From an optimization exercise on the open Yosys and OpenROAD flow, aimed at small area; shortcuts taken in it are not production practice.
At most, simulation tests tie the RTL to the original design; equivalence was not proved.
Only the layout flow was run in run 2; the RTL was not checked for function there.
Power is estimated from default activity; no workload was simulated.

[design/flow/run.sh]
#!/bin/bash
# synth_recipe.tcl (not shown) runs the flow's synth.tcl, then flattens the netlist and writes it again
# the make line also repeats each setting of config.mk as NAME=value (left out here)
make -C /OpenROAD-flow-scripts/flow DESIGN_CONFIG=/design/flow/config.mk WORK_HOME=/design/flow/orfs CLKGATE_MAP_FILE= SYNTH_SCRIPT=/design/flow/synth_recipe.tcl finish
[design/flow/config.mk]
export PLATFORM = sky130hd
export DESIGN_NAME = Decode_Queue
export DESIGN_NICKNAME = Decode_Queue
export VERILOG_FILES = /design/flow/design.v
export SDC_FILE = /design/flow/constraint.sdc
export NUM_CORES = 4
export LEC_CHECK = 0
export CAP_MARGIN = 20
export CORE_MARGIN = 2
export CORE_UTILIZATION = 40
export SETUP_SLACK_MARGIN = 0.2
export SLEW_MARGIN = 20
[design/flow/constraint.sdc]
create_clock -name core_clock -period 8.0 [get_ports {clock}]
set_input_delay 1.6000 -clock core_clock [delete_from_list [all_inputs] [get_ports {clock}]]
set_output_delay 1.6000 -clock core_clock [all_outputs]
set_load 0.01 [all_outputs]
[design/flow/design.v]
module Decode_Queue(
  input         clock,
  input         reset,
  input         io_clk,
  input         io_reset,
  input  [95:0] io_decoded_insn1,
  input  [95:0] io_decoded_insn2,
  input         io_wr_en1,
  input         io_wr_en2,
  input  [1:0]  io_pop_count,
  output [95:0] io_entry_out1,
  output [95:0] io_entry_out2,
  output        io_fifo_full,
  output        io_fifo_empty,
  output [3:0]  io_head_ptr,
  output [3:0]  io_tail_ptr,
  output [1:0]  io_out_count
);
  reg [95:0] fifo_0;  
  reg [95:0] fifo_1;  
  reg [95:0] fifo_2;  
  reg [95:0] fifo_3;  
  reg [95:0] fifo_4;  
  reg [95:0] fifo_5;  
  reg [95:0] fifo_6;  
  reg [95:0] fifo_7;  
  reg [95:0] fifo_8;  
  reg [95:0] fifo_9;  
  reg [95:0] fifo_10;  
  reg [95:0] fifo_11;  
  reg [95:0] fifo_12;  
  reg [95:0] fifo_13;  
  reg [95:0] fifo_14;  
  reg [95:0] fifo_15;  
  reg [3:0] head;  
  reg [3:0] tail;  
  reg [4:0] count;  
  wire [4:0] _GEN_2 = io_reset ? 5'h0 : count;  
  wire  _T = ~io_fifo_full;  
  wire [95:0] _GEN_3 = 4'h0 == tail ? io_decoded_insn1 : fifo_0;  
  wire [95:0] _GEN_4 = 4'h1 == tail ? io_decoded_insn1 : fifo_1;  
  wire [95:0] _GEN_5 = 4'h2 == tail ? io_decoded_insn1 : fifo_2;  
  wire [95:0] _GEN_6 = 4'h3 == tail ? io_decoded_insn1 : fifo_3;  
  wire [95:0] _GEN_7 = 4'h4 == tail ? io_decoded_insn1 : fifo_4;  
  wire [95:0] _GEN_8 = 4'h5 == tail ? io_decoded_insn1 : fifo_5;  
  wire [95:0] _GEN_9 = 4'h6 == tail ? io_decoded_insn1 : fifo_6;  
  wire [95:0] _GEN_10 = 4'h7 == tail ? io_decoded_insn1 : fifo_7;  
  wire [95:0] _GEN_11 = 4'h8 == tail ? io_decoded_insn1 : fifo_8;  
  wire [95:0] _GEN_12 = 4'h9 == tail ? io_decoded_insn1 : fifo_9;  
  wire [95:0] _GEN_13 = 4'ha == tail ? io_decoded_insn1 : fifo_10;  
  wire [95:0] _GEN_14 = 4'hb == tail ? io_decoded_insn1 : fifo_11;  
  wire [95:0] _GEN_15 = 4'hc == tail ? io_decoded_insn1 : fifo_12;  
  wire [95:0] _GEN_16 = 4'hd == tail ? io_decoded_insn1 : fifo_13;  
  wire [95:0] _GEN_17 = 4'he == tail ? io_decoded_insn1 : fifo_14;  
  wire [95:0] _GEN_18 = 4'hf == tail ? io_decoded_insn1 : fifo_15;  
  wire [3:0] _tail_T_1 = tail + 4'h1;  
  wire [4:0] _count_T_1 = count + 5'h1;  
  wire [95:0] _GEN_19 = io_wr_en1 & ~io_fifo_full ? _GEN_3 : fifo_0;  
  wire [95:0] _GEN_20 = io_wr_en1 & ~io_fifo_full ? _GEN_4 : fifo_1;  
  wire [95:0] _GEN_21 = io_wr_en1 & ~io_fifo_full ? _GEN_5 : fifo_2;  
  wire [95:0] _GEN_22 = io_wr_en1 & ~io_fifo_full ? _GEN_6 : fifo_3;  
  wire [95:0] _GEN_23 = io_wr_en1 & ~io_fifo_full ? _GEN_7 : fifo_4;  
  wire [95:0] _GEN_24 = io_wr_en1 & ~io_fifo_full ? _GEN_8 : fifo_5;  
  wire [95:0] _GEN_25 = io_wr_en1 & ~io_fifo_full ? _GEN_9 : fifo_6;  
  wire [95:0] _GEN_26 = io_wr_en1 & ~io_fifo_full ? _GEN_10 : fifo_7;  
  wire [95:0] _GEN_27 = io_wr_en1 & ~io_fifo_full ? _GEN_11 : fifo_8;  
  wire [95:0] _GEN_28 = io_wr_en1 & ~io_fifo_full ? _GEN_12 : fifo_9;  
  wire [95:0] _GEN_29 = io_wr_en1 & ~io_fifo_full ? _GEN_13 : fifo_10;  
  wire [95:0] _GEN_30 = io_wr_en1 & ~io_fifo_full ? _GEN_14 : fifo_11;  
  wire [95:0] _GEN_31 = io_wr_en1 & ~io_fifo_full ? _GEN_15 : fifo_12;  
  wire [95:0] _GEN_32 = io_wr_en1 & ~io_fifo_full ? _GEN_16 : fifo_13;  
  wire [95:0] _GEN_33 = io_wr_en1 & ~io_fifo_full ? _GEN_17 : fifo_14;  
  wire [95:0] _GEN_34 = io_wr_en1 & ~io_fifo_full ? _GEN_18 : fifo_15;  
  wire [4:0] _GEN_36 = io_wr_en1 & ~io_fifo_full ? _count_T_1 : _GEN_2;  
  wire  _T_5 = ~io_fifo_empty;  
  wire [95:0] _GEN_72 = 4'h1 == head ? fifo_1 : fifo_0;  
  wire [95:0] _GEN_73 = 4'h2 == head ? fifo_2 : _GEN_72;  
  wire [95:0] _GEN_74 = 4'h3 == head ? fifo_3 : _GEN_73;  
  wire [95:0] _GEN_75 = 4'h4 == head ? fifo_4 : _GEN_74;  
  wire [95:0] _GEN_76 = 4'h5 == head ? fifo_5 : _GEN_75;  
  wire [95:0] _GEN_77 = 4'h6 == head ? fifo_6 : _GEN_76;  
  wire [95:0] _GEN_78 = 4'h7 == head ? fifo_7 : _GEN_77;  
  wire [95:0] _GEN_79 = 4'h8 == head ? fifo_8 : _GEN_78;  
  wire [95:0] _GEN_80 = 4'h9 == head ? fifo_9 : _GEN_79;  
  wire [95:0] _GEN_81 = 4'ha == head ? fifo_10 : _GEN_80;  
  wire [95:0] _GEN_82 = 4'hb == head ? fifo_11 : _GEN_81;  
  wire [95:0] _GEN_83 = 4'hc == head ? fifo_12 : _GEN_82;  
  wire [95:0] _GEN_84 = 4'hd == head ? fifo_13 : _GEN_83;  
  wire [95:0] _GEN_85 = 4'he == head ? fifo_14 : _GEN_84;  
  wire [95:0] _GEN_86 = 4'hf == head ? fifo_15 : _GEN_85;  
  wire [3:0] _head_T_1 = head + 4'h1;  
  wire [4:0] _count_T_5 = count - 5'h1;  
  wire [4:0] _GEN_93 = {{3'd0}, io_pop_count};  
  wire [4:0] _io_out_count_T_1 = _GEN_93 > count ? count : {{3'd0}, io_pop_count};  
  assign io_entry_out1 = io_pop_count >= 2'h1 & ~io_fifo_empty ? _GEN_86 : 96'h0;  
  assign io_entry_out2 = io_pop_count == 2'h2 & _T_5 ? _GEN_86 : 96'h0;  
  assign io_fifo_full = count == 5'h10;  
  assign io_fifo_empty = count == 5'h0;  
  assign io_head_ptr = head;  
  assign io_tail_ptr = tail;  
  assign io_out_count = _io_out_count_T_1[1:0];  
  always @(posedge clock) begin
    if (reset) begin  
      fifo_0 <= 96'h0;  
    end else if (io_wr_en2 & _T) begin  
      if (4'h0 == tail) begin  
        fifo_0 <= io_decoded_insn2;  
      end else begin
        fifo_0 <= _GEN_19;
      end
    end else begin
      fifo_0 <= _GEN_19;
    end
    if (reset) begin  
      fifo_1 <= 96'h0;  
    end else if (io_wr_en2 & _T) begin  
      if (4'h1 == tail) begin  
        fifo_1 <= io_decoded_insn2;  
      end else begin
        fifo_1 <= _GEN_20;
      end
    end else begin
      fifo_1 <= _GEN_20;
    end
    if (reset) begin  
      fifo_2 <= 96'h0;  
    end else if (io_wr_en2 & _T) begin  
      if (4'h2 == tail) begin  
        fifo_2 <= io_decoded_insn2;  
      end else begin
        fifo_2 <= _GEN_21;
      end
    end else begin
      fifo_2 <= _GEN_21;
    end
    if (reset) begin  
      fifo_3 <= 96'h0;  
    end else if (io_wr_en2 & _T) begin  
      if (4'h3 == tail) begin  
        fifo_3 <= io_decoded_insn2;  
      end else begin
        fifo_3 <= _GEN_22;
      end
    end else begin
      fifo_3 <= _GEN_22;
    end
    if (reset) begin  
      fifo_4 <= 96'h0;  
    end else if (io_wr_en2 & _T) begin  
      if (4'h4 == tail) begin  
        fifo_4 <= io_decoded_insn2;  
      end else begin
        fifo_4 <= _GEN_23;
      end
    end else begin
      fifo_4 <= _GEN_23;
    end
    if (reset) begin  
      fifo_5 <= 96'h0;  
    end else if (io_wr_en2 & _T) begin  
      if (4'h5 == tail) begin  
        fifo_5 <= io_decoded_insn2;  
      end else begin
        fifo_5 <= _GEN_24;
      end
    end else begin
      fifo_5 <= _GEN_24;
    end
    if (reset) begin  
      fifo_6 <= 96'h0;  
    end else if (io_wr_en2 & _T) begin  
      if (4'h6 == tail) begin  
        fifo_6 <= io_decoded_insn2;  
      end else begin
        fifo_6 <= _GEN_25;
      end
    end else begin
      fifo_6 <= _GEN_25;
    end
    if (reset) begin  
      fifo_7 <= 96'h0;  
    end else if (io_wr_en2 & _T) begin  
      if (4'h7 == tail) begin  
        fifo_7 <= io_decoded_insn2;  
      end else begin
        fifo_7 <= _GEN_26;
      end
    end else begin
      fifo_7 <= _GEN_26;
    end
    if (reset) begin  
      fifo_8 <= 96'h0;  
    end else if (io_wr_en2 & _T) begin  
      if (4'h8 == tail) begin  
        fifo_8 <= io_decoded_insn2;  
      end else begin
        fifo_8 <= _GEN_27;
      end
    end else begin
      fifo_8 <= _GEN_27;
    end
    if (reset) begin  
      fifo_9 <= 96'h0;  
    end else if (io_wr_en2 & _T) begin  
      if (4'h9 == tail) begin  
        fifo_9 <= io_decoded_insn2;  
      end else begin
        fifo_9 <= _GEN_28;
      end
    end else begin
      fifo_9 <= _GEN_28;
    end
    if (reset) begin  
      fifo_10 <= 96'h0;  
    end else if (io_wr_en2 & _T) begin  
      if (4'ha == tail) begin  
        fifo_10 <= io_decoded_insn2;  
      end else begin
        fifo_10 <= _GEN_29;
      end
    end else begin
      fifo_10 <= _GEN_29;
    end
    if (reset) begin  
      fifo_11 <= 96'h0;  
    end else if (io_wr_en2 & _T) begin  
      if (4'hb == tail) begin  
        fifo_11 <= io_decoded_insn2;  
      end else begin
        fifo_11 <= _GEN_30;
      end
    end else begin
      fifo_11 <= _GEN_30;
    end
    if (reset) begin  
      fifo_12 <= 96'h0;  
    end else if (io_wr_en2 & _T) begin  
      if (4'hc == tail) begin  
        fifo_12 <= io_decoded_insn2;  
      end else begin
        fifo_12 <= _GEN_31;
      end
    end else begin
      fifo_12 <= _GEN_31;
    end
    if (reset) begin  
      fifo_13 <= 96'h0;  
    end else if (io_wr_en2 & _T) begin  
      if (4'hd == tail) begin  
        fifo_13 <= io_decoded_insn2;  
      end else begin
        fifo_13 <= _GEN_32;
      end
    end else begin
      fifo_13 <= _GEN_32;
    end
    if (reset) begin  
      fifo_14 <= 96'h0;  
    end else if (io_wr_en2 & _T) begin  
      if (4'he == tail) begin  
        fifo_14 <= io_decoded_insn2;  
      end else begin
        fifo_14 <= _GEN_33;
      end
    end else begin
      fifo_14 <= _GEN_33;
    end
    if (reset) begin  
      fifo_15 <= 96'h0;  
    end else if (io_wr_en2 & _T) begin  
      if (4'hf == tail) begin  
        fifo_15 <= io_decoded_insn2;  
      end else begin
        fifo_15 <= _GEN_34;
      end
    end else begin
      fifo_15 <= _GEN_34;
    end
    if (reset) begin  
      head <= 4'h0;  
    end else if (io_pop_count == 2'h2 & _T_5) begin  
      head <= _head_T_1;  
    end else if (io_pop_count >= 2'h1 & ~io_fifo_empty) begin  
      head <= _head_T_1;  
    end else if (io_reset) begin  
      head <= 4'h0;  
    end
    if (reset) begin  
      tail <= 4'h0;  
    end else if (io_wr_en2 & _T) begin  
      tail <= _tail_T_1;  
    end else if (io_wr_en1 & ~io_fifo_full) begin  
      tail <= _tail_T_1;  
    end else if (io_reset) begin  
      tail <= 4'h0;  
    end
    if (reset) begin  
      count <= 5'h0;  
    end else if (io_pop_count == 2'h2 & _T_5) begin  
      count <= _count_T_5;  
    end else if (io_pop_count >= 2'h1 & ~io_fifo_empty) begin  
      count <= _count_T_5;  
    end else if (io_wr_en2 & _T) begin  
      count <= _count_T_1;  
    end else begin
      count <= _GEN_36;
    end
  end
endmodule
==> results of run 1 <==
[cell usage in the layout (no fill, tap or decap), types with 107 or more instances in the layout]
master           instances
nand2_1                679
clkbuf_16              179
o21ai_0                492
nor3_1                 158
a211oi_1              1258
dfxtp_1               1547
o221ai_1               160
mux2i_1               1259
buf_4                  146
nor2b_1                307
clkdlybuf4s50_1        400
a221oi_1               107
a21oi_1                404
nor2_1                1832
a311oi_1               290
[report_power, final]
| group | internal, mW | total (mW) | switching [mW] |
|---|---|---|---|
| logic | 2.04 | 6.12 | 4.08 |
| registers | 7.90 | 8.01 | 0.113 |
| clock network | 4.75 | 8.31 | 3.56 |
[area by class of cell]
cell class                 instances  area (um^2)
inverter                          98          383
fill                           20669       118000
sequential                      1549        31000
multi-input combinational       7804        50200
antenna                           28         70.1
tap                             2838         3550
clock inverter                    48          578
clock buffer                     266         5180
timing repair buffer             587         5920
[path summary, 6_finish.rpt]
| kind | to | slack [ns] | cells past startpoint |
|---|---|---|---|
| setup / recovery | io_entry_out2[62] | 0.72 | 11 |
| hold / removal | fifo_1[64] | 0.48 | 2 |
| setup reg to reg | fifo_12[94] | 3.98 | 9 |
| hold reg to reg | fifo_1[64] | 0.48 | 2 |
[metrics by stage]
| step | instance area [um^2] | util, % | total power, mW |
|---|---|---|---|
| 4_1_cts | 96700 | 45.0 | 22.3 |
| 3_3_place_gp | 90900 | 42.3 | 14.0 |
| 6_report | 96900 | 45.0 | 22.4 |
| 2_1_floorplan | 86800 | - | 11.5 |
| 3_5_place_dp | 91000 | 42.3 | 14.1 |
| 5_1_grt | 96900 | 45.0 | 23.1 |
[worst reg2reg max path: cells and delay by family (launching register included)]
| kind | cells | cell delay [ns] |
|---|---|---|
| adders and majority gates | 1 | 0.27 |
| AOI/OAI and AO/OA | 1 | 0.07 |
| DFF | 1 | 0.50 |
| buffers and inverters | 3 | 1.22 |
| and+or+nand+nor | 4 | 1.79 |
[cell usage after synthesis, types with 8 or more instances]
| library cell | instances | area share (%) |
|---|---|---|
| nor2_1 | 1848 | 8.0 |
| dfxtp_1 | 1549 | 36 |
| a211oi_1 | 1259 | 11 |
| mux2i_1 | 1259 | 15 |
| clkbuf_1 | 1064 | 4.6 |
| nand2_1 | 682 | 3.0 |
| o21ai_0 | 493 | 2.8 |
| a21oi_1 | 404 | 2.3 |
| nor2b_1 | 311 | 2.2 |
| a311oi_1 | 290 | 2.9 |
| buf_2 | 166 | 0.96 |
| o221ai_1 | 160 | 1.6 |
| nor3_1 | 159 | 0.92 |
| buf_1 | 127 | 0.55 |
| a221oi_1 | 107 | 1.1 |
| o22ai_1 | 99 | 0.71 |
| inv_1 | 96 | 0.42 |
| nand2b_1 | 84 | 0.61 |
| a31oi_1 | 83 | 0.60 |
| nor3b_1 | 81 | 0.70 |
| o21a_1 | 81 | 0.70 |
| a21o_1 | 79 | 0.68 |
| o2111ai_1 | 74 | 0.75 |
| o21ai_1 | 33 | 0.19 |
| nand3_1 | 31 | 0.18 |
| a221o_1 | 29 | 0.33 |
| buf_4 | 28 | 0.24 |
| or3_1 | 19 | 0.14 |
| o211ai_1 | 18 | 0.16 |
| a22oi_1 | 17 | 0.15 |
| ha_1 | 12 | 0.17 |
| a2bb2oi_1 | 8 | 0.081 |
| a32oi_1 | 8 | 0.081 |
| buf_8 | 8 | 0.14 |
| nand3b_1 | 8 | 0.069 |
[per-layer routing]
layer  GRT usage (%)  share of wire [%]  vias up
li1                -                  -    38078
met1            42.8                 39    41702
met2            50.1                 43     5432
met3            7.41                 11     1277
met4            19.3                6.3       32
met5               0              0.061        -
[logic make-up (layout without fill, tap and decap cells)]
| logic type | Yosys count | after routing | share of synthesized area, % |
|---|---|---|---|
| DFF | 1549 | 1549 | 35.7 |
| other | 0 | 28 | 0 |
| adders and majority gates | 12 | 12 | 0.173 |
| AOI/OAI and AO/OA | 3269 | 3269 | 26.4 |
| buffers and inverters | 1498 | 999 | 7.01 |
| muxes | 1259 | 1259 | 14.5 |
| and+or+nand+nor | 3264 | 3264 | 16.2 |
==> impl_metrics.yaml, run 1 <==
power:
  p_leak_nw: 29.9
  ir_drop_mv: 0.251
  p_per_area_nw_per_um2: 232
clock_tree:
  cts_inserted_buffers: 176
  cts_root_buf: "clkbuf_16"
  clk_pin_slew_worst_paths_ns: 0.06
  cts_buffer_depth: 3
  h-tree-depth: 4
  hold_buffers: 0
  clock-sinks: 1549
  post_cts_buffers: 0
  clock_latency_ns: 0.86
  cts_resized: 0
  cts_tree: "built"
logic_synthesis:
  ys.flop_type: "dfxtp_1"
  ys_ff_latch: 1549
  synthCells: 10851
  synth-edff-count: 0
  synth_cell_type_count: 64
  yosysSeqAreaShare_pct: 35.7
  synth.avg_cell_area_um2: 8.00
  async_reset_ff_share_pct: 0
  syn_nets: 11063
  yosys_warnings: 1
  synth_area_um2: 86800
route:
  vias: 86521
  vias_per_cell: 6.55
  wl_per_cell_um: 28.9
  drtPass1Iterations: 6
  detail-route-antenna-nets: 0
  drt-initial-drc-count: 11290
  drc_errors: 0
  wirelength_um: 382000
worst_setup_path:
  arrival_ns: 5.68
  crit_path_start: "head[1]"
  path_cells: "inv_1, ha_4, buf_4, nor4b_4, buf_12, a32oi_1, a31oi_1, a21oi_1, o22ai_1, and2_1, clkdlybuf4s50_1"
  cp.required_ns: 6.40
  slowest_delay_ns: 0.69
  cp_slowest_cell: "ha_4"
  path_class: "reg -> out"
  crit_family: "buffers and inverters"
  crit_fanout: 60
  critical_path.n_buffers_inverters: 4
  cp-start-kind: "flop"
  end_kind: "primary output"
  r2r_start: "count[0]"
sta:
  maxSlewHeadroom_pct: 16.2
  finalCritPeriodShare_pct: 91.0
  post-route-min-period_ns: 7.28
  rsz0062_at_grt: "false"
  fin_ws_ns: 0.718
  setup_viol: 0
  worstMarginPinSlew_ns: 1.26
  maxSlewViolCount: 0
  hold_viol: 0
  hold_slack_ns: 0.480
  final.setup.tns_ns: 0
  clock.fmax_mhz: 137
  fin_skew_ns: 0.0302
global_route:
  antenna_found_initial: 49
  gr-total-overflow: 0
  grt_pass1_wl_um: 558000
  grtUsageTotal_pct: 33.0
  grt_pass1_vias: 82172
  grt_max_degree: 205
finish:
  synthToLayoutAreaGrowth_pct: 11.7
  final_cells: 13218
  fin_nets: 10428
  drive_above_1_share_pct: 5.11
placed_design:
  hpwl_um: 206000
  place_ws_ns: 1.76
  placedCellCount: 12873
  io_buffers: 402
  gp_congestion: 0.873
hold_path:
  min-delay-start: "fifo_1[64]"
  hold_class: "reg -> reg"
die:
  die-height_um: 470
  initial_core_util_pct: 40.3
  die_area_um2: 221000
  core_area_um2: 215000
  rows: 170
  die_w_um: 470
  boundaryPins: 404
status:
  status: "complete, no violations"
run:
  timing.max_cap.violations: 0
==> run 2, diff against run 1 <==
==> design/flow/design.v (replaced) <==
module Decode_Queue(
  input         clock,
  input         reset,
  input         io_clk,
  input         io_reset,
  input  [95:0] io_decoded_insn1,
  input  [95:0] io_decoded_insn2,
  input         io_wr_en1,
  input         io_wr_en2,
  input  [1:0]  io_pop_count,
  output [95:0] io_entry_out1,
  output [95:0] io_entry_out2,
  output        io_fifo_full,
  output        io_fifo_empty,
  output [3:0]  io_head_ptr,
  output [3:0]  io_tail_ptr,
  output [1:0]  io_out_count
);
  wire [95:0] fifo [0:15];
  reg [15:0] vld;
  reg [3:0]  head;
  reg [3:0]  tail;
  reg [4:0]  count;
  wire full  = count[4];
  wire empty = count == 5'h0;
  wire pop   = (io_pop_count != 2'h0) & ~empty;
  wire wr    = (io_wr_en1 | io_wr_en2) & ~full;
  wire [95:0] wdata = io_wr_en2 ? io_decoded_insn2 : io_decoded_insn1;
  genvar i;
  generate
    for (i = 0; i < 16; i = i + 1) begin : g_ent
      wire we  = wr & (tail == i);
      wire nwe = ~wr | (tail != i);
      dq_entry u_ent (.clock(clock), .we(we), .nwe(nwe), .d(wdata), .q(fifo[i]));
    end
  endgenerate
  always @(posedge clock) begin
    if (reset)
      vld <= 16'h0;
    else if (wr)
      vld <= vld | (16'h1 << tail);
  end
  wire [15:0] hsel = (16'h1 << head) & vld & {16{pop}};
  reg  [95:0] rd;
  integer k;
  always @(*) begin
    rd = 96'h0;
    for (k = 0; k < 16; k = k + 1)
      rd = rd | (fifo[k] & {96{hsel[k]}});
  end
  assign io_entry_out1 = rd;
  assign io_entry_out2 = rd & {96{io_pop_count == 2'h2}};
  assign io_fifo_full  = full;
  assign io_fifo_empty = empty;
  assign io_head_ptr   = head;
  assign io_tail_ptr   = tail;
  assign io_out_count  = (count[4:2] != 3'h0) ? io_pop_count :
                         ({3'h0, io_pop_count} > count) ? count[1:0] : io_pop_count;
  always @(posedge clock) begin
    if (reset) begin
      head  <= 4'h0;
      tail  <= 4'h0;
      count <= 5'h0;
    end else begin
      if (pop)
        head <= head + 4'h1;
      else if (io_reset)
        head <= 4'h0;
      if (wr)
        tail <= tail + 4'h1;
      else if (io_reset)
        tail <= 4'h0;
      if (pop)
        count <= count - 5'h1;
      else if (wr)
        count <= count + 5'h1;
      else if (io_reset)
        count <= 5'h0;
    end
  end
endmodule
module dq_entry(
  input         clock,
  input         we,
  input         nwe,
  input  [95:0] d,
  output [95:0] q
);
  reg [95:0] r;
  always @(posedge clock)
    r <= (r & {96{nwe}}) | (d & {96{we}});
  assign q = r;
endmodule
--- a/design/flow/config.mk
+++ b/design/flow/config.mk
@@ -9,4 +9,6 @@
 export CORE_MARGIN = 2
-export CORE_UTILIZATION = 40
+export CORE_UTILIZATION = 60
+export CTS_BUF_LIST = sky130_fd_sc_hd__clkbuf_4 sky130_fd_sc_hd__clkbuf_8
 export SETUP_SLACK_MARGIN = 0.2
 export SLEW_MARGIN = 20
+export SYNTH_HIERARCHICAL = 1
==> impl_metrics.yaml, run 2 <==
clock_tree:
  clk_pin_slew_worst_paths_ns: 0.07
  cts_resized: 0
  clock_latency_ns: 0.97
  hold_buffers: 0
  clock-sinks: 1565
  cts_inserted_buffers: 237
  cts_tree: "built"
  post_cts_buffers: 0
  cts_root_buf: "clkbuf_8"
  cts_buffer_depth: 3
  h-tree-depth: 4
placed_design:
  gp_congestion: 0.814
  postPlaceCellArea_um2: 63900
  io_buffers: 402
  hpwl_um: 113000
  placedCellCount: 6694
logic_synthesis:
  ys.flop_type: "dfxtp_1"
  syn_nets: 5678
  synthCells: 5461
  synth.avg_cell_area_um2: 11.3
  synth_top_area_share_pct: 50.9
  synth_cell_type_count: 54
  async_reset_ff_share_pct: 0
  yosysMostFrequentCell: "dfxtp_1"
  synth_area_um2: 61600
  yosys_warnings: 8
  synth-edff-count: 0
  synth_area_leaders: "dfxtp_1, a22o_1, a221oi_1, a22oi_1, buf_6"
  ys_ff_latch: 1565
  yosys.area.top_type: "dfxtp_1"
  yosys-top-cells-count: "dfxtp_1, a22o_1, a22oi_1"
  yosysSeqAreaShare_pct: 50.9
worst_setup_path:
  cp-start-kind: "flop"
  crit_family: "buffers and inverters"
  slowest_delay_ns: 1.23
  cp.required_ns: 6.40
  crit_top_cell: "buf_4"
  arrival_ns: 5.44
  path_class: "reg -> out"
  end_kind: "primary output"
  critical_path.n_buffers_inverters: 3
  path_cells: "buf_4, and4b_4, buf_4, a22oi_1, nand2_1, nor4_2, nor2_1, clkdlybuf4s50_1"
  crit_fanout: 50
  cp_slowest_cell: "and4b_4"
power:
  power.internal_mw: 15.6
  swShare_pct: 29.0
  pwr-share-comb_pct: 20.6
  p_sw_mw: 6.35
  power.total_mw: 21.9
  p_per_area_nw_per_um2: 318
  p_leak_nw: 26.5
  seqPwrFrac_pct: 47.3
  power.share.clock_pct: 32.1
  ir_drop_mv: 0.217
finish:
  layout_common_cells: "dfxtp_1, a22o_1, clkdlybuf4s50_1"
  synthToLayoutAreaGrowth_pct: 12.1
  layout_commonest_cell: "dfxtp_1"
  largest_reg_flops: 1536
  fin_nets: 5782
  drive_above_1_share_pct: 14.3
  regMostFlops: "g_ent.u_ent.r"
  reg.largest.list: "g_ent.u_ent.r: 1536 flops, vld: 16 flops, count: 5 flops"
  design_area_um2: 69000
  final_cells: 7128
global_route:
  grtUsageTotal_pct: 39.5
  grt_max_degree: 98
  grt_pass1_wl_um: 322000
  gr-total-overflow: 0
  grt_pass1_vias: 49890
  antenna_found_initial: 2
die:
  die_w_um: 324
  die_area_um2: 105000
  core_area_um2: 102000
  boundaryPins: 404
  die-height_um: 324
  initial_core_util_pct: 60.5
  rows: 117
sta:
  rsz0062_at_grt: "false"
  clock.fmax_mhz: 142
  worstMarginPinSlew_ns: 1.22
  post-route-min-period_ns: 7.04
  setup_viol: 0
  hold_viol: 0
  maxSlewHeadroom_pct: 18.4
  maxSlewViolCount: 0
  fin_skew_ns: 0.0309
  finalCritPeriodShare_pct: 88.1
  final.setup.tns_ns: 0
run:
  timing.max_cap.violations: 0
route:
  drtPass1Iterations: 6
  wirelength_um: 217000
  drc_errors: 0
  drt-initial-drc-count: 6050
  wl_per_cell_um: 30.4
  vias_per_cell: 7.25
  detail-route-antenna-nets: 0
  vias: 51679
hold_path:
  hold_class: "reg -> reg"
status:
  status: "complete, no violations"
[run 2: changes by cell type after synthesis, moves of 212 or more]
| cell | previous run | this run |
|---|---|---|
| nor2_1 | 1848 | 330 |
| a22o_1 | 2 | 1537 |
| nand2_1 | 682 | 119 |
| mux2i_1 | 1259 | 0 |
| a211oi_1 | 1259 | 1 |
| o21ai_0 | 493 | 9 |
| a21oi_1 | 404 | 109 |
| nor2b_1 | 311 | 1 |
| a22oi_1 | 17 | 376 |
| a221oi_1 | 107 | 324 |
| a311oi_1 | 290 | 1 |
| buf_6 | 7 | 219 |
| clkbuf_1 | 1064 | 115 |
[run 2: per-stage QoR]
step                      hold slack (ns)  setup WS [ns]  util (%)
after floorplan                     0.431           3.67         -
after global placement              0.451           1.89      62.8
after detailed placement            0.463           1.83      62.8
after CTS                           0.478           1.03      67.8
after global routing                0.492          0.949      67.8
final                               0.477          0.956      67.8
[run 2: cell type report]
cell class	count	area, um^2
inverter	28	153
sequential	1565	31300
timing repair buffer	489	4700
antenna	4	10.0
tap	1368	1710
clock inverter	50	362
fill	7879	32700
multi-input combinational	3244	26000
clock buffer	380	4770
[run 2: worst paths after layout]
path         startpoint                    to  slack [ns]  depth (start not counted)
max reg2reg    count[4]  g_ent[6].u_ent.r[22]        3.56                          6
min reg2reg     vld[12]               vld[12]        0.48                          2
min             vld[12]               vld[12]        0.48                          2
max             head[2]     io_entry_out2[43]        0.96                          8
[run 2: modules after synthesis, one instance, submodules excluded]
module,copies in the design,cells
Decode_Queue,1,2037
dq_entry,16,214
[run 2: power groups by stage]
| stage | clock [mW] | combinational, mW | sequential, mW |
|---|---|---|---|
| 2_1_floorplan | 0 | 3.23 | 10.3 |
| 3_3_place_gp | 0 | 4.35 | 10.4 |
| 3_5_place_dp | 0 | 4.43 | 10.5 |
| 4_1_cts | 7.04 | 4.45 | 10.3 |
| 5_1_grt | 7.40 | 4.78 | 10.5 |
| 6_report | 7.03 | 4.52 | 10.4 |
[run 2: worst register-to-register path, stage by stage (launching register included)]
cell	delay, ns
dfxtp_1	0.41
o21bai_1	0.46
nor3_1	0.98
nand2_4	0.77
inv_4	0.93
buf_4	0.61
a22o_1	0.22
[run 2: routing by layer]
layer	vias to the layer above	GRT usage [%]	routed length (um)
met5	-	0	0
met4	0	17.4	9140
met3	648	8.84	24500
met2	3339	61.0	95700
met1	25846	52.9	87600
li1	21846	-	-
[run 2: cells by family (layout without fill, tap and decap cells)]
family          count (synthesis)  in the layout  share of synthesized area [%]
compound gates               2440           2440                           33.8
flops                        1565           1565                           50.9
other cells                     0              4                              0
fa+ha+maj                      17             17                          0.346
mux                            96             96                           1.76
buf+inv                       652            947                           7.24
simple gates                  691            691                           6.01
==> run 3, diff against run 2 <==
--- a/design/flow/design.v
+++ b/design/flow/design.v
@@ -18,3 +18,2 @@
 );
-  wire [95:0] fifo [0:15];
   reg [15:0] vld;
@@ -27,4 +26,11 @@
   wire wr    = (io_wr_en1 | io_wr_en2) & ~full;
-  wire [95:0] wdata = io_wr_en2 ? io_decoded_insn2 : io_decoded_insn1;
-  genvar i;
+  wire [95:0] wdata;
+  genvar i, j;
+  generate
+    for (j = 0; j < 96; j = j + 1) begin : g_wd
+      dq_ao22 u_wd (.a1(io_decoded_insn2[j]), .a2(io_wr_en2),
+                    .b1(io_decoded_insn1[j]), .b2(~io_wr_en2), .y(wdata[j]));
+    end
+  endgenerate
+  wire [95:0] fifo [0:15];
   generate
@@ -32,4 +38,3 @@
       wire we  = wr & (tail == i);
-      wire nwe = ~wr | (tail != i);
-      dq_entry u_ent (.clock(clock), .we(we), .nwe(nwe), .d(wdata), .q(fifo[i]));
+      dq_entry u_ent (.clock(clock), .we(we), .nwe(~we), .d(wdata), .q(fifo[i]));
     end
@@ -43,11 +48,23 @@
   wire [15:0] hsel = (16'h1 << head) & vld & {16{pop}};
-  reg  [95:0] rd;
-  integer k;
-  always @(*) begin
-    rd = 96'h0;
-    for (k = 0; k < 16; k = k + 1)
-      rd = rd | (fifo[k] & {96{hsel[k]}});
-  end
-  assign io_entry_out1 = rd;
-  assign io_entry_out2 = rd & {96{io_pop_count == 2'h2}};
+  wire        p2   = io_pop_count == 2'h2;
+  generate
+    for (j = 0; j < 96; j = j + 1) begin : g_rd
+      wire [5:0] t;
+      wire       a;
+      dq_aoi222 u_t0 (.a1(hsel[0]),  .a2(fifo[0][j]),  .b1(hsel[1]),  .b2(fifo[1][j]),
+                      .c1(hsel[2]),  .c2(fifo[2][j]),  .y(t[0]));
+      dq_aoi222 u_t1 (.a1(hsel[3]),  .a2(fifo[3][j]),  .b1(hsel[4]),  .b2(fifo[4][j]),
+                      .c1(hsel[5]),  .c2(fifo[5][j]),  .y(t[1]));
+      dq_aoi222 u_t2 (.a1(hsel[6]),  .a2(fifo[6][j]),  .b1(hsel[7]),  .b2(fifo[7][j]),
+                      .c1(hsel[8]),  .c2(fifo[8][j]),  .y(t[2]));
+      dq_aoi222 u_t3 (.a1(hsel[9]),  .a2(fifo[9][j]),  .b1(hsel[10]), .b2(fifo[10][j]),
+                      .c1(hsel[11]), .c2(fifo[11][j]), .y(t[3]));
+      dq_aoi222 u_t4 (.a1(hsel[12]), .a2(fifo[12][j]), .b1(hsel[13]), .b2(fifo[13][j]),
+                      .c1(hsel[14]), .c2(fifo[14][j]), .y(t[4]));
+      dq_nand2  u_t5 (.a(hsel[15]), .b(fifo[15][j]), .y(t[5]));
+      dq_and3   u_a  (.a(t[0]), .b(t[1]), .c(t[2]), .y(a));
+      dq_nand4  u_o1 (.a(a), .b(t[3]), .c(t[4]), .d(t[5]), .y(io_entry_out1[j]));
+      dq_and2   u_o2 (.a(io_entry_out1[j]), .b(p2), .y(io_entry_out2[j]));
+    end
+  endgenerate
   assign io_fifo_full  = full;
@@ -93 +110,19 @@
 endmodule
+module dq_ao22(input a1, input a2, input b1, input b2, output y);
+  assign y = (a1 & a2) | (b1 & b2);
+endmodule
+module dq_aoi222(input a1, input a2, input b1, input b2, input c1, input c2, output y);
+  assign y = ~((a1 & a2) | (b1 & b2) | (c1 & c2));
+endmodule
+module dq_nand2(input a, input b, output y);
+  assign y = ~(a & b);
+endmodule
+module dq_and2(input a, input b, output y);
+  assign y = a & b;
+endmodule
+module dq_and3(input a, input b, input c, output y);
+  assign y = a & b & c;
+endmodule
+module dq_nand4(input a, input b, input c, input d, output y);
+  assign y = ~(a & b & c & d);
+endmodule
==> impl_metrics.yaml, run 3 <==
global_route:
  gr-total-overflow: 0
  grt_pass1_vias: 46623
  antenna_found_initial: 3
  grt_pass1_wl_um: 295000
  grtUsageTotal_pct: 39.2
  grt_max_degree: 97
logic_synthesis:
  yosysSeqAreaShare_pct: 55.3
  async_reset_ff_share_pct: 0
  synth.avg_cell_area_um2: 12.3
  synthCells: 4613
  ys_ff_latch: 1565
  yosys_warnings: 8
  ys.flop_type: "dfxtp_1"
  yosys-top-cells-count: "a22o_1, dfxtp_1, a222oi_1"
  synth_area_leaders: "dfxtp_1, a22o_1, a222oi_1, buf_6, buf_2"
  synth_top_area_share_pct: 55.3
  synth-edff-count: 0
  syn_nets: 4830
  synth_area_um2: 56600
  synth_cell_type_count: 40
  yosysMostFrequentCell: "a22o_1"
  yosys.area.top_type: "dfxtp_1"
clock_tree:
  cts_resized: 0
  post_cts_buffers: 0
  clk_pin_slew_worst_paths_ns: 0.06
  hold_buffers: 0
  clock-sinks: 1565
  cts_tree: "built"
  h-tree-depth: 4
  cts_root_buf: "clkbuf_8"
  clock_latency_ns: 0.92
  cts_inserted_buffers: 233
  cts_buffer_depth: 3
worst_setup_path:
  arrival_ns: 5.37
  r2r_slack_ns: 3.88
  crit_fanout: 38
  ff2ff_path_depth: 5
  crit_family: "simple AND/OR/NAND/NOR gates"
  cp_slowest_cell: "and3_4"
  r2r_start: "count[4]"
  cp-start-kind: "primary input"
  critical_path.n_buffers_inverters: 3
  path_cells: "clkdlybuf4s50_1, nor2_1, a21o_4, nor3_2, and3_4, buf_4, a222oi_1, and3_1, nand4_1, and2_1, clkdlybuf4s50_1"
  end_kind: "primary output"
  cp.required_ns: 6.40
  crit_top_cell: "clkdlybuf4s50_1"
  path_class: "in -> out"
  slowest_delay_ns: 0.74
  r2r-end: "g_ent[5].u_ent.r[95]"
sta:
  setup_viol: 0
  finalCritPeriodShare_pct: 87.1
  maxSlewHeadroom_pct: 16.4
  clock.fmax_mhz: 143
  worstMarginPinSlew_ns: 1.25
  final.setup.tns_ns: 0
  post-route-min-period_ns: 6.97
  maxSlewViolCount: 0
  fin_ws_ns: 1.03
  hold_viol: 0
  rsz0062_at_grt: "false"
  fin_skew_ns: 0.0314
finish:
  reg.largest.list: "g_ent.u_ent.r: 1536 flops, vld: 16 flops, count: 5 flops"
  layout_common_cells: "a22o_1, dfxtp_1, a222oi_1"
  regMostFlops: "g_ent.u_ent.r"
  final_cells: 6439
  seq_area_um2: 31300
  n_fill_cell: 6837
  synthToLayoutAreaGrowth_pct: 16.2
  drive_above_1_share_pct: 11.3
  largest_reg_flops: 1536
  fin_nets: 5209
  multi_input_area_um2: 22500
  layout_commonest_cell: "a22o_1"
hold_path:
  min-delay-start: "vld[14]"
  hold_class: "reg -> reg"
  hold_depth: 2
  min_to: "vld[14]"
route:
  drtPass1Iterations: 8
  detail-route-antenna-nets: 0
  drc_errors: 0
  drt-initial-drc-count: 7328
  vias_per_cell: 7.41
  wirelength_um: 199000
  vias: 47685
  wl_per_cell_um: 30.8
die:
  initial_core_util_pct: 60.6
  boundaryPins: 404
  die-height_um: 311
  die_w_um: 311
  core_area_um2: 93500
  rows: 112
  die_area_um2: 96900
placed_design:
  hpwl_um: 104000
  gp_congestion: 0.796
  io_buffers: 402
  place_ws_ns: 1.12
  placedCellCount: 6011
power:
  p_sw_mw: 5.66
  pwr-share-comb_pct: 17.4
  ir_drop_mv: 0.208
  power.share.clock_pct: 34.0
  power.internal_mw: 15.2
  swShare_pct: 27.2
  seqPwrFrac_pct: 48.6
  p_leak_nw: 25.0
  p_per_area_nw_per_um2: 317
run:
  timing.max_cap.violations: 0
status:
  status: "complete, no violations"
## run 3: how the worst max path moves through the flow
| stage | slack [ns] | endpoint | cells past startpoint | startpoint |
|---|---|---|---|---|
| after detailed placement | 1.12 | io_entry_out2[42] | 11 | io_pop_count[0] |
| after floorplan | 0.38 | io_entry_out2[0] | 8 | io_pop_count[0] |
| after global routing | 0.96 | io_entry_out2[35] | 11 | io_pop_count[0] |
| after CTS | 1.13 | io_entry_out2[42] | 11 | io_pop_count[0] |
| final | 1.03 | io_entry_out2[39] | 11 | io_pop_count[0] |
| after global placement | 1.19 | io_entry_out2[39] | 11 | io_pop_count[0] |
## run 3: per-module statistics from Yosys, one instance, submodules excluded, a selection
module / flip-flops and latches / area (um^2) / times used / cells inside
Decode_Queue: 29 / 1770 / 1 / 229
dq_nand4: 0 / 6.26 / 96 / 1
dq_aoi222: 0 / 10.0 / 480 / 1
dq_nand2: 0 / 3.75 / 96 / 1
dq_ao22: 0 / 8.76 / 96 / 1
dq_and2: 0 / 6.26 / 96 / 1
dq_and3: 0 / 6.26 / 96 / 1
## run 3: cell type report
class                      count  share of cell area (%)
sequential                  1565                    47.6
multi-input combinational   2644                    34.1
inverter                      40                   0.293
tap                         1254                    2.38
clock inverter                49                   0.640
timing repair buffer         508                    7.71
clock buffer                 376                    7.26
antenna                        3                  0.0114
## run 3: layer usage
metal	up-vias	share of wire, %	global-route usage, %
met5	-	0	0
met1	23595	40	53.6
met4	0	3.9	16.0
li1	20097	-	-
met3	567	13	8.95
met2	3426	44	60.0
## run 3: metrics by stage
stage          area, um^2  util [%]  hold slack [ns]  power, mW
2_1_floorplan       56600         -            0.421       12.6
3_3_place_gp        60600      64.9            0.439       13.7
3_5_place_dp        60600      64.9            0.441       13.8
4_1_cts             65800      70.4            0.450       20.8
5_1_grt             65800      70.4            0.474       21.6
6_report            65800      70.4            0.451       20.8
## run 3: cells by family after synthesis
kind of cell / after synthesis / synth area share, %
AO/OA/AOI/OAI: 2156 / 34.2
XOR/XNOR: 2 / 0.0309
buffers and inverters: 404 / 5.43
multiplexers: 1 / 0.0177
adder cells (fa/ha/maj): 17 / 0.376
flip-flops: 1565 / 55.3
AND/OR/NAND/NOR: 468 / 4.62
## run 3: power by group through the flow
stage,sequential [mW],combinational (mW),clock [mW]
global placement,10.2,3.48,0
floorplan,10.0,2.55,0
detailed placement,10.2,3.58,0
global route,10.3,3.84,7.46
CTS,10.1,3.58,7.10
finish,10.1,3.63,7.08
## run 3: worst min-delay path: stages, from the launching register on
cell     delay, ns
dfxtp_1       0.31
inv_1         0.05
a21oi_1       0.05
==> run 4, diff against run 3 <==
==> design/flow/flow/run.sh (new file) <==
#!/bin/bash
# Standard layout, with smaller port buffers and a clock tree without dummy loads.
set -euo pipefail
CTS="-sink_clustering_enable -repair_clock_nets -dont_use_dummy_load -buf_list {sky130_fd_sc_hd__clkbuf_4 sky130_fd_sc_hd__clkbuf_8}"
bash standard.sh "BUFFER_PORTS_ARGS=-buffer_cell sky130_fd_sc_hd__buf_1" "CTS_ARGS=$CTS" finish > make_finish.log 2>&1
==> design/flow/standard.sh (new file) <==
#!/bin/bash
# synth_recipe.tcl (not shown) runs the flow's synth.tcl, then flattens the netlist and writes it again
# the make line also repeats each setting of config.mk as NAME=value (left out here)
make -C /OpenROAD-flow-scripts/flow DESIGN_CONFIG=/design/flow/config.mk WORK_HOME=/design/flow/orfs CLKGATE_MAP_FILE= SYNTH_SCRIPT=/design/flow/synth_recipe.tcl "${@:-finish}"
removed: design/flow/run.sh
==> impl_metrics.yaml, run 4 <==
status:
  status: "complete, no violations"
route:
  wl_per_cell_um: 31.5
  detail-route-antenna-nets: 0
  drtPass1Iterations: 11
  drc_errors: 0
  vias_per_cell: 7.53
  drt-initial-drc-count: 6841
  vias: 47007
  wirelength_um: 197000
placed_design:
  gp_congestion: 0.813
  io_buffers: 402
  hpwl_um: 101000
  postPlaceCellArea_um2: 58000
logic_synthesis:
  async_reset_ff_share_pct: 0
  yosys-top-cells-count: "a22o_1, dfxtp_1, a222oi_1"
  ys.flop_type: "dfxtp_1"
  synth_top_area_share_pct: 55.3
  synth_cell_type_count: 40
  synth_area_um2: 56600
  synthCells: 4613
  yosys_warnings: 8
  yosys.area.top_type: "dfxtp_1"
  synth-edff-count: 0
  synth_area_leaders: "dfxtp_1, a22o_1, a222oi_1, buf_6, buf_2"
  yosysSeqAreaShare_pct: 55.3
  yosysMostFrequentCell: "a22o_1"
  synth.avg_cell_area_um2: 12.3
  ys_ff_latch: 1565
  syn_nets: 4830
clock_tree:
  hold_buffers: 0
  clock_latency_ns: 0.91
  cts_inserted_buffers: 237
  post_cts_buffers: 0
  cts_buffer_depth: 3
  h-tree-depth: 4
  clock-sinks: 1565
  cts_resized: 0
  cts_tree: "built"
  cts_root_buf: "clkbuf_8"
  clk_pin_slew_worst_paths_ns: 0.05
global_route:
  met1_usage_pct: 53.9
  gr-total-overflow: 0
  grtUsageMet3_pct: 8.98
  grtUsageTotal_pct: 39.0
  grt_pass1_wl_um: 293000
  top_usage_layer: "met2"
  antenna_found_initial: 5
  met2_usage_pct: 59.6
  grt_max_degree: 85
  grt_pass1_vias: 45623
sta:
  rsz0062_at_grt: "false"
  fin_skew_ns: 0.0551
  maxSlewHeadroom_pct: 16.7
  final.setup.tns_ns: 0
  post-route-min-period_ns: 6.61
  maxSlewViolCount: 0
  worstMarginPinSlew_ns: 1.25
  setup_viol: 0
  hold_viol: 0
  finalCritPeriodShare_pct: 82.6
  clock.fmax_mhz: 151
power:
  power.internal_mw: 13.6
  p_sw_mw: 5.30
  swShare_pct: 28.1
  pwr-share-comb_pct: 18.0
  ir_drop_mv: 0.211
  p_per_area_nw_per_um2: 308
  seqPwrFrac_pct: 53.6
  p_leak_nw: 22.9
  power.share.clock_pct: 28.4
die:
  core_area_um2: 93500
  initial_core_util_pct: 60.6
  boundaryPins: 404
  die-height_um: 311
  die_area_um2: 96900
  rows: 112
  die_w_um: 311
worst_setup_path:
  path_class: "in -> out"
  crit_fanout: 48
  cp-start-kind: "primary input"
  end_kind: "primary output"
  cp.required_ns: 6.40
  arrival_ns: 5.01
finish:
  regMostFlops: "g_ent.u_ent.r"
  drive_above_1_share_pct: 7.79
  layout_commonest_cell: "a22o_1"
  multi_input_area_um2: 22500
  reg.largest.list: "g_ent.u_ent.r: 1536 flops, vld: 16 flops, count: 5 flops"
  seq_area_um2: 31300
  layout_common_cells: "a22o_1, dfxtp_1, a222oi_1"
  design_area_um2: 61300
  largest_reg_flops: 1536
  synthToLayoutAreaGrowth_pct: 8.17
  n_fill_cell: 7320
  fin_nets: 5202
hold_path:
  hold_class: "reg -> reg"
run:
  timing.max_cap.violations: 0
[run 4: cell counts after synthesis]
No cell type changed its count.
[run 4: final timing paths]
check | startpoint | end | slack (ns) | cells after the start
setup reg to reg | count[4] | g_ent[4].u_ent.r[42] | 3.53 | 5
hold / removal | vld[1] | vld[1] | 0.45 | 2
setup / recovery | io_pop_count[0] | io_entry_out2[59] | 1.39 | 11
hold reg to reg | vld[1] | vld[1] | 0.45 | 2
[run 4: kinds of logic (layout without fill, tap and decap cells)]
logic type,after synthesis,count (layout),synth area share (%)
AOI/OAI and AO/OA,2156,2156,34.2
DFF,1565,1565,55.3
and+or+nand+nor,468,468,4.62
buffers and inverters,404,774,5.43
adders and majority gates,17,17,0.376
xor gates and xnor gates,2,2,0.0309
muxes,1,1,0.0177
other,0,3,0
[run 4: cell type report]
class / instances / share of cell area [%]
clock buffers: 237 / 5.32
well taps: 1254 / 2.56
multi-input cells: 2644 / 36.7
inverters: 40 / 0.319
diodes: 3 / 0.0123
flip-flops and latches: 1565 / 51.1
repair buffers: 497 / 3.98
[run 4: routing by layer]
metal	vias up	part of all wire, %
li1	19887	-
met1	23317	41
met2	3265	43
met3	534	12
met4	4	3.5
met5	-	0.012
[run 4: power by group through the flow]
stage          Sequential [mW]  Combinational [mW]  Clock (mW)
5_1_grt                   10.3                3.59        5.71
2_1_floorplan             10.0                2.55           0
6_report                  10.1                3.40        5.35
3_5_place_dp              10.2                3.34           0
3_3_place_gp              10.2                3.25           0
4_1_cts                   10.1                3.33        5.38
[run 4: Yosys stat by module, one instance, submodules excluded]
module / copies in the design / flip-flops and latches / cells inside
dq_entry: 16 / 96 / 214
Decode_Queue: 1 / 29 / 229
dq_aoi222: 480 / 0 / 1
dq_ao22: 96 / 0 / 1
dq_and2: 96 / 0 / 1
dq_and3: 96 / 0 / 1
dq_nand4: 96 / 0 / 1
dq_nand2: 96 / 0 / 1
[run 4: critical path, cell delays in order]
cell	delay, ns
buf_1	0.20
nor2_1	0.14
a21oi_2	0.55
and3_1	0.33
and3_4	0.80
buf_4	0.43
a222oi_1	0.15
and3_1	0.26
nand4_1	0.21
and2_1	0.16
buf_1	0.15
[run 4: metrics by stage]
step / util (%) / worst slack, ns / power [mW] / hold slack (ns) / cells
final: 65.6 / 1.39 / 18.9 / 0.445 / 6240
after global routing: 65.5 / 1.34 / 19.6 / 0.458 / 6238
after CTS: 65.5 / 1.51 / 18.8 / 0.446 / 6236
after detailed placement: 62.0 / 1.51 / 13.6 / 0.438 / 5999
after global placement: 62.0 / 1.56 / 13.4 / 0.433 / 5997
after floorplan: - / 0.384 / 12.6 / 0.421 / 4613
==> run 5, diff against run 4 <==
==> design/flow/flow/run.sh (replaced) <==
#!/bin/bash
# Standard layout, with the smallest buffer on the ports and a clock tree
# without dummy loads, built from clkbuf_8 leaves over clusters of up to 16 sinks.
set -euo pipefail
CTS="-sink_clustering_enable -repair_clock_nets -dont_use_dummy_load -buf_list {sky130_fd_sc_hd__clkbuf_8} -sink_clustering_size 16 -sink_clustering_max_diameter 50"
bash standard.sh "BUFFER_PORTS_ARGS=-buffer_cell sky130_fd_sc_hd__buf_1" "CTS_ARGS=$CTS" finish > make_finish.log 2>&1
--- a/design/flow/config.mk
+++ b/design/flow/config.mk
@@ -9,4 +9,3 @@
 export CORE_MARGIN = 2
-export CORE_UTILIZATION = 60
-export CTS_BUF_LIST = sky130_fd_sc_hd__clkbuf_4 sky130_fd_sc_hd__clkbuf_8
+export CORE_UTILIZATION = 70
 export SETUP_SLACK_MARGIN = 0.2
==> impl_metrics.yaml, run 5 <==
sta:
  fin_skew_ns: 0.0713
  post-route-min-period_ns: 6.46
  rsz0062_at_grt: "false"
  hold_viol: 0
  worstMarginPinSlew_ns: 1.21
  finalCritPeriodShare_pct: 80.8
  clock.fmax_mhz: 155
  maxSlewHeadroom_pct: 19.6
  maxSlewViolCount: 0
  setup_viol: 0
  final.setup.tns_ns: 0
placed_design:
  gp_congestion: 0.825
  io_buffers: 402
  hpwl_um: 97100
  postPlaceCellArea_um2: 57700
logic_synthesis:
  ys_ff_latch: 1565
  synthCells: 4613
  synth.avg_cell_area_um2: 12.3
  yosys.area.top_type: "dfxtp_1"
  yosys-top-cells-count: "a22o_1, dfxtp_1, a222oi_1"
  synth_area_leaders: "dfxtp_1, a22o_1, a222oi_1, buf_6, buf_2"
  synth_top_area_share_pct: 55.3
  yosysSeqAreaShare_pct: 55.3
  syn_nets: 4830
  synth-edff-count: 0
  async_reset_ff_share_pct: 0
  synth_cell_type_count: 40
  ys.flop_type: "dfxtp_1"
  yosysMostFrequentCell: "a22o_1"
  synth_area_um2: 56600
  yosys_warnings: 8
route:
  vias_per_cell: 7.90
  drtPass1Iterations: 9
  drc_errors: 0
  vias: 46972
  drt-initial-drc-count: 7706
  wl_per_cell_um: 31.4
  detail-route-antenna-nets: 0
  wirelength_um: 186000
power:
  p_per_area_nw_per_um2: 292
  ir_drop_mv: 0.273
  p_leak_nw: 22.2
  power.total_mw: 17.4
clock_tree:
  cts_resized: 0
  post_cts_buffers: 0
  cts_inserted_buffers: 132
  cts_tree: "built"
  cts_root_buf: "clkbuf_8"
  hold_buffers: 0
  h-tree-depth: 4
  cts_buffer_depth: 3
  clk_pin_slew_worst_paths_ns: 0.10
  clock-sinks: 1565
  clock_latency_ns: 0.84
global_route:
  antenna_found_initial: 3
  grt_max_degree: 98
  grt_pass1_vias: 44722
  grt_pass1_wl_um: 276000
  gr-total-overflow: 0
  grtUsageTotal_pct: 43.0
finish:
  multi_input_area_um2: 22500
  layout_common_cells: "a22o_1, dfxtp_1, a222oi_1"
  reg.largest.list: "g_ent.u_ent.r: 1536 flops, vld: 16 flops, count: 5 flops"
  fin_util_pct: 74.2
  drive_above_1_share_pct: 5.90
  seq_area_um2: 31300
  design_area_um2: 59600
  layout_commonest_cell: "a22o_1"
  n_fill_cell: 5640
  regMostFlops: "g_ent.u_ent.r"
  synthToLayoutAreaGrowth_pct: 5.21
  largest_reg_flops: 1536
  fin_nets: 5102
worst_setup_path:
  end_kind: "primary output"
  r2r-end: "g_ent[7].u_ent.r[37]"
  r2r_slack_ns: 3.99
  cp.required_ns: 6.40
  crit_fanout: 53
  arrival_ns: 4.86
  cp-start-kind: "primary input"
  ff2ff_path_depth: 5
  r2r_start: "count[4]"
  path_class: "in -> out"
die:
  die-height_um: 288
  die_area_um2: 83200
  rows: 104
  core_area_um2: 80300
  initial_core_util_pct: 70.6
  die_w_um: 288
  boundaryPins: 404
run:
  timing.max_cap.violations: 0
hold_path:
  min_to: "vld[0]"
  min-delay-start: "vld[0]"
  hold_depth: 2
  hold_class: "reg -> reg"
status:
  status: "complete, no violations"
## run 5: how the worst max path moves through the flow
stage	startpoint	endpoint	slack (ns)	cells after the start
after floorplan	io_pop_count[0]	io_entry_out2[0]	0.38	8
after detailed placement	io_pop_count[0]	io_entry_out2[68]	1.74	11
after global placement	io_pop_count[0]	io_entry_out2[68]	1.76	11
after global routing	io_pop_count[0]	io_entry_out2[89]	1.49	11
after CTS	io_pop_count[0]	io_entry_out2[68]	1.75	11
final	io_pop_count[0]	io_entry_out2[89]	1.54	11
## run 5: report_power, final
part	switching, mW	total (mW)	internal [mW]
sequential	0.815	10.1	9.29
clock	2.44	3.92	1.48
combinational	1.69	3.36	1.67
total	4.95	17.4	12.4
## run 5: final cells by class
cell class / count / share of cell area [%]
multi-input combinational: 2644 / 37.7
sequential: 1565 / 52.6
timing repair buffer: 502 / 4.12
tap: 1060 / 2.23
clock buffer: 132 / 3.05
antenna: 1 / 0.00420
inverter: 40 / 0.332
## run 5: metrics by stage
| stage | hold WS (ns) | cells | worst slack [ns] |
|---|---|---|---|
| after detailed placement | 0.440 | 5809 | 1.74 |
| after CTS | 0.454 | 5941 | 1.75 |
| final | 0.454 | 5944 | 1.54 |
| after global routing | 0.469 | 5944 | 1.49 |
| after floorplan | 0.421 | 4613 | 0.384 |
| after global placement | 0.434 | 5809 | 1.76 |
## run 5: modules after synthesis, one instance, submodules excluded
module	area (um^2)	flip-flops and latches	copies in the design	cells
dq_and2	6.26	0	96	1
dq_nand4	6.26	0	96	1
dq_aoi222	10.0	0	480	1
dq_nand2	3.75	0	96	1
dq_and3	6.26	0	96	1
dq_entry	2940	96	16	214
dq_ao22	8.76	0	96	1
Decode_Queue	1770	29	1	229
## run 5: layer usage
metal  part of all wire, %  routed length [um]  vias to the layer above  track usage, %
met5                0.0070                  13                        -               0
met4                   4.2                7920                        2            18.8
met3                    15               27400                      625            10.8
met2                    43               79600                     3691            63.8
met1                    38               71500                    22971            59.8
li1                      -                   -                    19683               -
## run 5: worst max-delay path: stages
cell and delay, ns:
buf_1 0.20, nor2_1 0.15, a21o_4 0.27, nor2_1 0.29
and4_4 1.00, buf_4 0.38, a222oi_1 0.14, and3_1 0.20
nand4_1 0.28, and2_1 0.18, buf_1 0.14
## run 5: cells by family after synthesis
kind of cell	Yosys count	synth area share (%)
xor+xnor	2	0.0309
compound gates	2156	34.2
simple gates	468	4.62
flops	1565	55.3
mux	1	0.0177
fa+ha+maj	17	0.376
buf+inv	404	5.43
==> run 6, diff against run 5 <==
--- a/design/flow/design.v
+++ b/design/flow/design.v
@@ -18,3 +18,3 @@
 );
-  reg [15:0] vld;
+  reg [4:0]  nwr;
   reg [3:0]  head;
@@ -43,7 +43,8 @@
     if (reset)
-      vld <= 16'h0;
-    else if (wr)
-      vld <= vld | (16'h1 << tail);
+      nwr <= 5'h0;
+    else if (wr && {1'b0, tail} == nwr)
+      nwr <= nwr + 5'h1;
   end
-  wire [15:0] hsel = (16'h1 << head) & vld & {16{pop}};
+  wire        ren  = pop & ({1'b0, head} < nwr);
+  wire [15:0] hsel = (16'h1 << head) & {16{ren}};
   wire        p2   = io_pop_count == 2'h2;
==> impl_metrics.yaml, run 6 <==
logic_synthesis:
  ys.flop_type: "dfxtp_1"
  synth_area_leaders: "dfxtp_1, a22o_1, a222oi_1, buf_6, buf_2"
  synth.avg_cell_area_um2: 12.2
  synth-edff-count: 0
  ys_ff_latch: 1554
  synth_area_um2: 56500
  yosys.area.top_type: "dfxtp_1"
  synth_top_area_share_pct: 55.1
  syn_nets: 4836
  yosysSeqAreaShare_pct: 55.1
  synth_cell_type_count: 43
  async_reset_ff_share_pct: 0
  yosys_warnings: 8
  yosysMostFrequentCell: "a22o_1"
  synthCells: 4617
  yosys-top-cells-count: "a22o_1, dfxtp_1, a222oi_1"
power:
  p_leak_nw: 22.1
  ir_drop_mv: 0.237
  p_per_area_nw_per_um2: 302
  power.total_mw: 17.9
placed_design:
  io_buffers: 402
  postPlaceCellArea_um2: 57600
  hpwl_um: 94000
  place_ws_ns: 1.54
  gp_congestion: 0.808
  placedCellCount: 5800
worst_setup_path:
  end_kind: "primary output"
  cp-start-kind: "primary input"
  ff2ff_path_depth: 5
  crit_fanout: 23
  path_class: "in -> out"
  cp.required_ns: 6.40
  arrival_ns: 5.08
clock_tree:
  cts_tree: "built"
  clk_pin_slew_worst_paths_ns: 0.06
  post_cts_buffers: 0
  cts_inserted_buffers: 132
  cts_resized: 0
  cts_buffer_depth: 3
  clock_latency_ns: 0.81
  cts_root_buf: "clkbuf_8"
  h-tree-depth: 4
  hold_buffers: 0
  clock-sinks: 1554
sta:
  clock.fmax_mhz: 150
  maxSlewHeadroom_pct: 17.8
  setup_viol: 0
  fin_skew_ns: 0.0424
  finalCritPeriodShare_pct: 83.5
  maxSlewViolCount: 0
  final.setup.tns_ns: 0
  post-route-min-period_ns: 6.68
  hold_slack_ns: 0.485
  hold_viol: 0
  fin_ws_ns: 1.32
  rsz0062_at_grt: "false"
  worstMarginPinSlew_ns: 1.23
global_route:
  antenna_found_initial: 2
  grtUsageTotal_pct: 43.4
  grt_max_degree: 97
  grt_pass1_vias: 44533
  grt_pass1_wl_um: 278000
  gr-total-overflow: 0
finish:
  n_fill_cell: 5692
  layout_commonest_cell: "a22o_1"
  largest_reg_flops: 1536
  regMostFlops: "g_ent.u_ent.r"
  layout_common_cells: "a22o_1, dfxtp_1, a222oi_1"
  synthToLayoutAreaGrowth_pct: 5.19
  final_cells: 5933
  fin_nets: 5093
  fin_util_pct: 74.0
  design_area_um2: 59400
  drive_above_1_share_pct: 5.58
  reg.largest.list: "g_ent.u_ent.r: 1536 flops, count: 5 flops, nwr: 5 flops"
route:
  drc_errors: 0
  wl_per_cell_um: 31.5
  vias: 46947
  drt-initial-drc-count: 7391
  wirelength_um: 187000
  detail-route-antenna-nets: 0
  vias_per_cell: 7.91
  drtPass1Iterations: 10
hold_path:
  hold_class: "reg -> reg"
  hold_depth: 1
die:
  die-height_um: 288
  rows: 104
  initial_core_util_pct: 70.4
  boundaryPins: 404
  die_area_um2: 83000
  die_w_um: 288
  core_area_um2: 80300
status:
  status: "complete, no violations"
run:
  timing.max_cap.violations: 0
[run 6: cell families (layout without fill, tap and decap cells)]
kind of cell	Yosys count	in the layout	synth area share (%)
compound gates	2149	2149	34.2
xor+xnor	1	1	0.0155
fa+ha+maj	19	19	0.421
buf+inv	396	651	5.39
flops	1554	1554	55.1
mux	4	4	0.0775
other cells	0	1	0
simple gates	494	494	4.81
[run 6: worst paths after layout]
kind                    startpoint                     to  slack, ns
max reg2reg                tail[3]  g_ent[10].u_ent.r[58]       3.51
min reg2reg  g_ent[13].u_ent.r[19]  g_ent[13].u_ent.r[19]       0.49
max                io_pop_count[0]       io_entry_out2[1]       1.32
min          g_ent[13].u_ent.r[19]  g_ent[13].u_ent.r[19]       0.49
[run 6: layout make-up]
class	count	area [um^2]	share of cell area, %
flip-flops and latches	1554	31100	52.3
clock buffers	132	1820	3.06
multi-input cells	2667	22600	38.1
repair buffers	484	2370	3.98
inverters	35	181	0.305
well taps	1060	1330	2.23
diodes	1	2.50	0.00421
[run 6: modules after synthesis, one instance, submodules excluded]
| module | area (um^2) | flops+latches | cells inside | copies in the design |
|---|---|---|---|---|
| dq_aoi222 | 10.0 | 0 | 1 | 480 |
| dq_and2 | 6.26 | 0 | 1 | 96 |
| dq_entry | 2940 | 96 | 214 | 16 |
| Decode_Queue | 1630 | 18 | 233 | 1 |
| dq_ao22 | 8.76 | 0 | 1 | 96 |
| dq_nand2 | 3.75 | 0 | 1 | 96 |
| dq_and3 | 6.26 | 0 | 1 | 96 |
| dq_nand4 | 6.26 | 0 | 1 | 96 |
[run 6: routing by layer]
layer | wire (um) | GRT usage [%] | share of wire, % | up-vias
li1 | - | - | - | 19670
met1 | 71000 | 58.3 | 38 | 22936
met2 | 81400 | 66.6 | 44 | 3586
met3 | 25200 | 10.2 | 13 | 751
met4 | 9170 | 19.8 | 4.9 | 4
met5 | 51 | 0.341 | 0.027 | -
[run 6: critical path, cell delays in order]
cell	delay, ns
buf_1	0.28
nor2_4	0.10
nor2_4	0.22
o2111ai_2	0.57
nor2_4	0.98
buf_12	0.29
a222oi_1	0.14
and3_1	0.21
nand4_1	0.31
and2_1	0.18
buf_1	0.15
[run 6: where the power goes]
part | switching (mW) | total (mW) | internal (mW)
Sequential | 0.843 | 10.1 | 9.27
Clock | 2.43 | 3.91 | 1.48
Combinational | 2.04 | 3.92 | 1.88
Total | 5.31 | 17.9 | 12.6
==> run 7, diff against run 6 <==
--- a/design/flow/config.mk
+++ b/design/flow/config.mk
@@ -7,7 +7,7 @@
 export LEC_CHECK = 0
-export CAP_MARGIN = 20
+export CAP_MARGIN = 5
 export CORE_MARGIN = 2
-export CORE_UTILIZATION = 70
+export CORE_UTILIZATION = 85
 export SETUP_SLACK_MARGIN = 0.2
-export SLEW_MARGIN = 20
+export SLEW_MARGIN = 5
 export SYNTH_HIERARCHICAL = 1
==> impl_metrics.yaml, run 7 <==
clock_tree:
  cts_inserted_buffers: 115
  h-tree-depth: 3
  clk_pin_slew_worst_paths_ns: 0.08
  hold_buffers: 0
  clock-sinks: 1554
power:
  seqPwrFrac_pct: 56.7
  p_leak_nw: 22.1
  pwr-share-comb_pct: 22.8
  ir_drop_mv: 0.224
  power.share.clock_pct: 20.4
  p_per_area_nw_per_um2: 304
  p_sw_mw: 5.53
  power.total_mw: 18.0
  swShare_pct: 30.8
finish:
  regMostFlops: "g_ent.u_ent.r"
  layout_common_cells: "a22o_1, dfxtp_1, a222oi_1"
  layout_commonest_cell: "a22o_1"
  design_area_um2: 59100
  drive_above_1_share_pct: 5.68
  largest_reg_flops: 1536
  final_cells: 5745
  reg.largest.list: "g_ent.u_ent.r: 1536 flops, count: 5 flops, nwr: 5 flops"
die:
  die_area_um2: 68600
  core_area_um2: 65700
  boundaryPins: 404
sta:
  finalCritPeriodShare_pct: 87.6
  fin_ws_ns: 0.991
  setup_viol: 0
  rsz0062_at_grt: "false"
  final.setup.tns_ns: 0
  hold_viol: 0
  maxSlewViolCount: 0
  fin_skew_ns: 0.0834
  post-route-min-period_ns: 7.01
logic_synthesis:
  yosys.area.top_type: "dfxtp_1"
  yosys_warnings: 8
  yosys-top-cells-count: "a22o_1, dfxtp_1, a222oi_1"
  async_reset_ff_share_pct: 0
  synth_area_leaders: "dfxtp_1, a22o_1, a222oi_1, buf_6, buf_2"
  synth_top_area_share_pct: 55.1
  syn_nets: 4836
  synthCells: 4617
  synth_cell_type_count: 43
  synth_area_um2: 56500
  synth-edff-count: 0
  synth.avg_cell_area_um2: 12.2
route:
  wl_per_cell_um: 34.0
  vias: 50285
  drc_errors: 0
  drtPass1Iterations: 14
  wirelength_um: 196000
  vias_per_cell: 8.75
status:
  status: "complete, no violations"
placed_design:
  hpwl_um: 101000
  io_buffers: 402
  place_ws_ns: 1.38
  gp_congestion: 0.867
  postPlaceCellArea_um2: 57500
worst_setup_path:
  end_kind: "primary output"
  ff2ff_path_depth: 5
  r2r_start: "tail[3]"
  cp-start-kind: "flop"
  crit_path_start: "count[0]"
  slowest_delay_ns: 1.15
  crit_top_cell: "nor2_4"
  path_class: "reg -> out"
hold_path:
  hold_class: "reg -> reg"
  hold_depth: 1
global_route:
  grt_pass1_vias: 50096
  grt_max_degree: 97
  gr-total-overflow: 0
## run 7: cell counts after synthesis
No cell type changed its count.
## run 7: final cells by class
class | instances | area, um^2 | share of cell area [%]
Antenna cell | 4 | 10.0 | 0.0169
Clock buffer | 115 | 1580 | 2.68
Inverter | 35 | 179 | 0.303
Multi-Input combinational cell | 2667 | 22600 | 38.3
Sequential cell | 1554 | 31100 | 52.6
Tap cell | 864 | 1080 | 1.83
Timing Repair Buffer | 506 | 2510 | 4.24
## run 7: kinds of logic (layout without fill, tap and decap cells)
group                      Yosys count  count (layout)  synth area share [%]
AOI/OAI and AO/OA                 2149            2149                  34.2
DFF                               1554            1554                  55.1
and+or+nand+nor                    494             494                  4.81
buffers and inverters              396             656                  5.39
adders and majority gates           19              19                 0.421
muxes                                4               4                0.0775
xor gates and xnor gates             1               1                0.0155
other                                0               4                     0
## run 7: path summary, 6_finish.rpt
kind                           end  slack, ns
min           g_ent[7].u_ent.r[42]       0.49
min reg2reg   g_ent[7].u_ent.r[42]       0.49
max reg2reg  g_ent[10].u_ent.r[92]       3.49
max              io_entry_out2[89]       0.99
## run 7: power groups by stage
stage               clock, mW  sequential, mW  combinational, mW
floorplan                   0            10.0               2.87
global placement            0            10.2               3.70
detailed placement          0            10.3               3.88
CTS                      3.60            10.1               3.93
global route             3.86            10.3               4.24
finish                   3.67            10.2               4.11
## run 7: Yosys stat by module (local to each module, per instance)
module / flops+latches / cells inside
dq_ao22: 0 / 1
dq_aoi222: 0 / 1
dq_and3: 0 / 1
dq_nand2: 0 / 1
Decode_Queue: 18 / 233
dq_nand4: 0 / 1
dq_entry: 96 / 214
dq_and2: 0 / 1
## run 7: per-layer routing
| layer | track usage, % | part of all wire, % | vias to the layer above |
|---|---|---|---|
| met4 | 38.5 | 8.7 | 0 |
| met2 | 79.6 | 41 | 5593 |
| li1 | - | - | 19707 |
| met3 | 19.9 | 19 | 1682 |
| met1 | 66.9 | 32 | 23303 |
| met5 | 0 | 0 | - |
## run 7: stage by stage
stage	hold WS [ns]	utilization, %
after floorplan	0.448	-
after global placement	0.461	87.5
after detailed placement	0.467	87.5
after CTS	0.488	89.9
after global routing	0.499	89.9
final	0.488	89.9
## run 7: critical path: cells and delay by family (launching register included)
family | cells | cell delay (ns)
compound gates | 2 | 0.70
fa+ha+maj | 1 | 0.23
buf+inv | 4 | 0.93
flops | 1 | 0.46
simple gates | 6 | 2.23

Setup slack of run 7, layout unchanged: 0.991 ns with ideal ports, 0.920 ns with driving cells assumed (clock clkbuf_16, inputs buf_2), 1.042 ns with port delays also shifted by the 0.853 ns mid clock arrival.
